Source: an optimization exercise on an open RTL-to-GDS flow (aim: small area, a short achievable clock period and few clock cycles per item). Production flows keep margins and buffers that such runs may drop.
In this exercise RTL edits were held to simulation tests only and were not proved equivalent to the original.
Power is estimated from default activity; no workload was simulated.

// MUL_radix_4
module MUL_radix_4 (
  input clock, reset,
  input flush,
  output in_ready,
  input in_valid,
  input [1:0] in_sign,
  input [31:0] in_a, in_b,
  input out_ready,
  output out_valid,
  output [63:0] out_prod
);
Size: roughly 340 flip-flops, about 140 I/O pins, roughly 34000 um^2 of cells after synthesis.
==> flow/config.mk <==
export PLATFORM = sky130hd
export DESIGN_NAME = MUL_radix_4
export DESIGN_NICKNAME = MUL_radix_4
export VERILOG_FILES = /design/flow/design.v
export SDC_FILE = /design/flow/constraint.sdc
export NUM_CORES = 4
export LEC_CHECK = 0
export CAP_MARGIN = 20
export CORE_MARGIN = 2
export CORE_UTILIZATION = 35
export SETUP_SLACK_MARGIN = 4.3
export SLEW_MARGIN = 20
export SYNTH_HIERARCHICAL = 1
export TNS_END_PERCENT = 10
export BUFFER_PORTS_ARGS = -buffer_cell sky130_fd_sc_hd__buf_2
==> flow/constraint.sdc <==
create_clock -name core_clock -period 8.0 [get_ports {clock}]
set_input_delay 1.6000 -clock core_clock [delete_from_list [all_inputs] [get_ports {clock}]]
set_output_delay 1.6000 -clock core_clock [all_outputs]
set_load 0.01 [all_outputs]
standard.sh (not shown) runs the stock make flow with config.mk's settings and CLKGATE_MAP_FILE= SYNTH_SCRIPT=/design/flow/synth_recipe.tcl, a recipe that flattens the netlist after the stock synthesis.
==> flow/flow/run.sh <==
#!/bin/bash
# The standard layout (standard.sh, unchanged synthesis), with the port buffers that
# buffer_ports inserts made plain buf_2 cells instead of its default delay-cell choice.
set -euo pipefail
echo 'export BUFFER_PORTS_ARGS = -buffer_cell sky130_fd_sc_hd__buf_2' >> config.mk
bash standard.sh > standard.log 2>&1
The first run completed with no timing, DRC or antenna violations.
Testbench counts at the start, summed over its fixed seeds: cycles 536, items 512.
Rerun with:
==> flow/flow/run.sh (replaced) <==
#!/bin/bash
# The standard layout (standard.sh, unchanged synthesis), with the port buffers that
# buffer_ports inserts made plain buf_4 cells instead of its default delay-cell choice.
set -euo pipefail
echo 'export BUFFER_PORTS_ARGS = -buffer_cell sky130_fd_sc_hd__buf_4' >> config.mk
bash standard.sh > standard.log 2>&1
--- a/flow/config.mk
+++ b/flow/config.mk
@@ -8,8 +8,8 @@
 export CAP_MARGIN = 20
 export CORE_MARGIN = 2
-export CORE_UTILIZATION = 35
+export CORE_UTILIZATION = 55
 export SETUP_SLACK_MARGIN = 4.3
 export SLEW_MARGIN = 20
 export SYNTH_HIERARCHICAL = 1
 export TNS_END_PERCENT = 10
-export BUFFER_PORTS_ARGS = -buffer_cell sky130_fd_sc_hd__buf_2
+export BUFFER_PORTS_ARGS = -buffer_cell sky130_fd_sc_hd__buf_4
The new run produced a clean layout.
Combinational power grows by about 3%.
Worst setup slack got worse by 0.081 ns.
Global-route usage grows by 13 points.
Clock power fell by about 7%.
Synthesized cell count is unchanged.
Area after synthesis is unchanged.
Count of clock-buffer cells in the layout fell by 3.

---

job 6506:
Another version of the RTL of MUL_radix_4 (not shown whole).
Size: about 3100 cells after synthesis, roughly 330 flip-flops, about 140 I/O pins.
==> flow/config.mk <==
export PLATFORM = sky130hd
export DESIGN_NAME = MUL_radix_4
export DESIGN_NICKNAME = MUL_radix_4
export VERILOG_FILES = /design/flow/design.v
export SDC_FILE = /design/flow/constraint.sdc
export NUM_CORES = 4
export LEC_CHECK = 0
export CAP_MARGIN = 20
export CORE_MARGIN = 2
export CORE_UTILIZATION = 22
export SETUP_SLACK_MARGIN = 4.3
export SLEW_MARGIN = 20
export SYNTH_HIERARCHICAL = 1
export TNS_END_PERCENT = 10
export BUFFER_PORTS_ARGS = -buffer_cell sky130_fd_sc_hd__buf_2
==> flow/constraint.sdc <==
create_clock -name core_clock -period 8.0 [get_ports {clock}]
set_input_delay 1.6000 -clock core_clock [delete_from_list [all_inputs] [get_ports {clock}]]
set_output_delay 1.6000 -clock core_clock [all_outputs]
set_load 0.01 [all_outputs]
==> flow/flow/run.sh <==
#!/bin/bash
# The standard layout (standard.sh, unchanged synthesis), with the port buffers that
# buffer_ports inserts made plain buf_2 cells instead of its default delay-cell choice.
set -euo pipefail
echo 'export BUFFER_PORTS_ARGS = -buffer_cell sky130_fd_sc_hd__buf_2' >> config.mk
bash standard.sh > standard.log 2>&1
Testbench counts of job 6506, summed over its fixed seeds: cycles 536, items 512.
Edits applied to the flow inputs when going from job 6506 to job 8985:
Settings: a change of SETUP_SLACK_MARGIN from 4.3 to 4.45; a change of CORE_UTILIZATION from 22 to 32.
- Job 8985 vs job 6506 on share of power burned in combinational logic: job 8985 is the higher one.
- Between job 6506 and job 8985, the via count does not differ in any meaningful way.
- Job 8985 ended with less initial antenna violation count than job 6506.
- When job 8985 is measured against job 6506, its fill cell total of the finished layout turns out 5834 lower.
- The final reports for job 8985 and job 6506 show met2 wire length lower in the former.
- On final cell area excluding filler cells: job 8985 sits below job 6506.
- Looking at worst setup slack, job 8985 sits 0.047 ns lower than job 6506 does.
- Measured against each other, job 6506 and job 8985 differ in layout overhead on the synthesized area, the higher figure coming from job 6506.
- Compared with job 6506, job 8985 shows a final cell count without fillers that is 621 lower.
- Routed wire length went down slightly going from job 6506 to job 8985.
Input-level comparison between job 6808 and job 8985:
Settings: SETUP_SLACK_MARGIN now 4.3, was 4.45; CORE_UTILIZATION now 27, was 32.
==> run notes <==
- Looking at detail-routed net length per standard cell, job 6808 sits below job 8985.
- The run showing the greater number of cell instances on the worst register-to-register path is job 8985.
- Looking only at total of clock buffers placed in the layout, and setting everything else aside, the lower value of job 6808 and job 8985 goes to job 6808.
- No stage failed in job 6808, and the final checks on the layout all came back clean.
- Looking at initial antenna violation count, job 6808 sits 12 above job 8985.
- Cmp job 6808 and job 8985 / detailed-route wire length / lower: job 6808
- Compared with job 8985, job 6808 shows signed area change from the synthesized netlist to the final layout lower by 2.5 points.
- Diff job 6808..job 8985 | worst hold slack | negligible
- Job 6808 vs job 8985, final instance area went down by 2.2%.
[inputs] job 3067 vs job 6808
Settings: CORE_UTILIZATION now 40, was 27.
[summary]
- Job 3067: share of the cycle needed by the critical path after routing 0.69 points above job 6808
- Summary — cell count, job 3067 relative to job 6808: lower, by 538.
- Against job 6808, job 3067 comes in 0.53% higher on total area of multi-input combinational cells.
- Between job 3067 and job 6808, the minimum setup slack in the final design is higher for job 6808.
- Sort job 3067 and job 6808 by clock tree buffer count of the final layout, ascending, and job 6808 comes first.
- In the reports for job 3067 and job 6808, the smaller routability congestion estimate from global placement belongs to job 6808.

---

MUL_radix_4 with an RTL version that a note above also has.
Size: ~3000 cells after synthesis, about 140 I/O pins, ~34000 um^2 of cells after synthesis.
clock: 8.0 ns
lec_check: 0
cap_margin: 20
core_margin: 2
core_utilization: 55
setup_slack_margin: 4.3
slew_margin: 20
synth_hierarchical: 1
tns_end_percent: 10
buffer_ports_args: -buffer_cell sky130_fd_sc_hd__buf_2
Scripts as last shown in full above: flow/flow/run.sh
The first run ran to the end with no violations.
Testbench counts at the start, summed over its fixed seeds: cycles 536, items 512.
Next try:
==> flow/flow/run.sh (replaced) <==
#!/bin/bash
# The standard layout (standard.sh, unchanged synthesis), with the port buffers that
# buffer_ports inserts made plain buf_4 cells instead of its default delay-cell choice.
set -euo pipefail
echo 'export BUFFER_PORTS_ARGS = -buffer_cell sky130_fd_sc_hd__buf_4' >> config.mk
bash standard.sh > standard.log 2>&1
--- a/flow/config.mk
+++ b/flow/config.mk
@@ -8,8 +8,7 @@
 export CAP_MARGIN = 20
 export CORE_MARGIN = 2
-export CORE_UTILIZATION = 55
+export CORE_UTILIZATION = 45
 export SETUP_SLACK_MARGIN = 4.3
 export SLEW_MARGIN = 20
 export SYNTH_HIERARCHICAL = 1
-export TNS_END_PERCENT = 10
-export BUFFER_PORTS_ARGS = -buffer_cell sky130_fd_sc_hd__buf_2
+export BUFFER_PORTS_ARGS = -buffer_cell sky130_fd_sc_hd__buf_4
Global-route usage decreases by 6.6 points.
Power goes up by about 3.3%.
First-iteration DRC count is higher by 7.3%.
Cell area is higher by 4.9%.

---

AL:
RTL: one of the versions met above, not the one the previous note started from.
For scale: ~330 flip-flops, about 140 I/O pins.
clock: 8.0 ns
lec_check: 0
cap_margin: 20
core_margin: 2
core_utilization: 25
setup_slack_margin: 4.2
slew_margin: 20
synth_hierarchical: 1
tns_end_percent: 10
buffer_ports_args: -buffer_cell sky130_fd_sc_hd__buf_2
==> flow/flow/run.sh <==
#!/bin/bash
# The standard layout (standard.sh, unchanged synthesis), with the port buffers that
# buffer_ports inserts made plain buf_2 cells instead of its default delay-cell choice.
set -euo pipefail
echo 'export BUFFER_PORTS_ARGS = -buffer_cell sky130_fd_sc_hd__buf_2' >> config.mk
bash standard.sh > standard.log 2>&1
AL: all stages complete, timing, DRC and antenna checks passed
Testbench counts of AL, summed over its fixed seeds: cycles 536, items 512.
Input-level comparison between PW and AL:
Settings: changing SETUP_SLACK_MARGIN from 4.2 to 4.3; changing CORE_UTILIZATION from 25 to 32.
Notes after the runs:
On PW: number of buffers inserted to repair setup after CTS is 51 higher than what AL gave. Total power density per cell area (lower): AL. Relative to AL, via count normalized by instance count has increased by 8.3% in PW. PW completed; timing, DRC and antenna clean. Comparing AL and PW, the lower count of placed standard cells in the final layout, fillers left out is on PW. PW reports a higher power consumption than AL does. PW vs. AL: die area -about 22%; first-pass GRT wire length -3.6 mm; shortest clock period the worst path allows after layout -0.062 ns.

[static timing again, ports no longer ideal]
How much do the figures lean on ideal ports? The routed layouts below were timed once more, with nothing changed but the port constraints. Step 1 sets driving cells, clkbuf_16 on the clock port and buf_2 on the other inputs (assumed; they add their load-dependent delay and slew). Step 2 times the ports against the registers' clock, not the clock port: input delays grow and output delays shrink by t, the midpoint of the rising clock arrivals with the driver on. Slacks: ideal / step 1 / step 2; pairs: ideal / step 1.
run	t (ns)	slack for setup (ns)	clock arrival spread, ns	slew at the worst register clock pin (ns)	cell pins on the clock port's net
the first run of note 1	0.657	4.210 / 4.210 / 3.651	0.022 / 0.022	0.06 / 0.06	1
the second run of note 1	0.623	4.129 / 4.129 / 3.639	0.027 / 0.028	0.06 / 0.06	1
job 6506	0.673	4.283 / 4.259 / 3.586	0.026 / 0.027	0.07 / 0.07	1
job 8985	0.649	4.236 / 4.236 / 3.702	0.032 / 0.032	0.07 / 0.07	1
job 6808	0.651	4.272 / 4.272 / 3.754	0.031 / 0.031	0.08 / 0.08	1
job 3067	0.643	4.217 / 4.217 / 3.644	0.039 / 0.040	0.08 / 0.08	1
the first run of note 3	0.633	4.166 / 4.166 / 3.629	0.023 / 0.023	0.07 / 0.07	1
the second run of note 3	0.634	4.203 / 4.203 / 3.727	0.045 / 0.044	0.07 / 0.07	1
AL	0.631	4.201 / 4.201 / 3.740	0.037 / 0.037	0.07 / 0.07	1
PW	0.647	4.262 / 4.262 / 3.686	0.029 / 0.029	0.07 / 0.07	1
After both steps every run listed still meets setup and hold. The setup slack of job 6506, which loses most, moves by -0.024 ns with the drivers and by -0.697 ns with both steps.
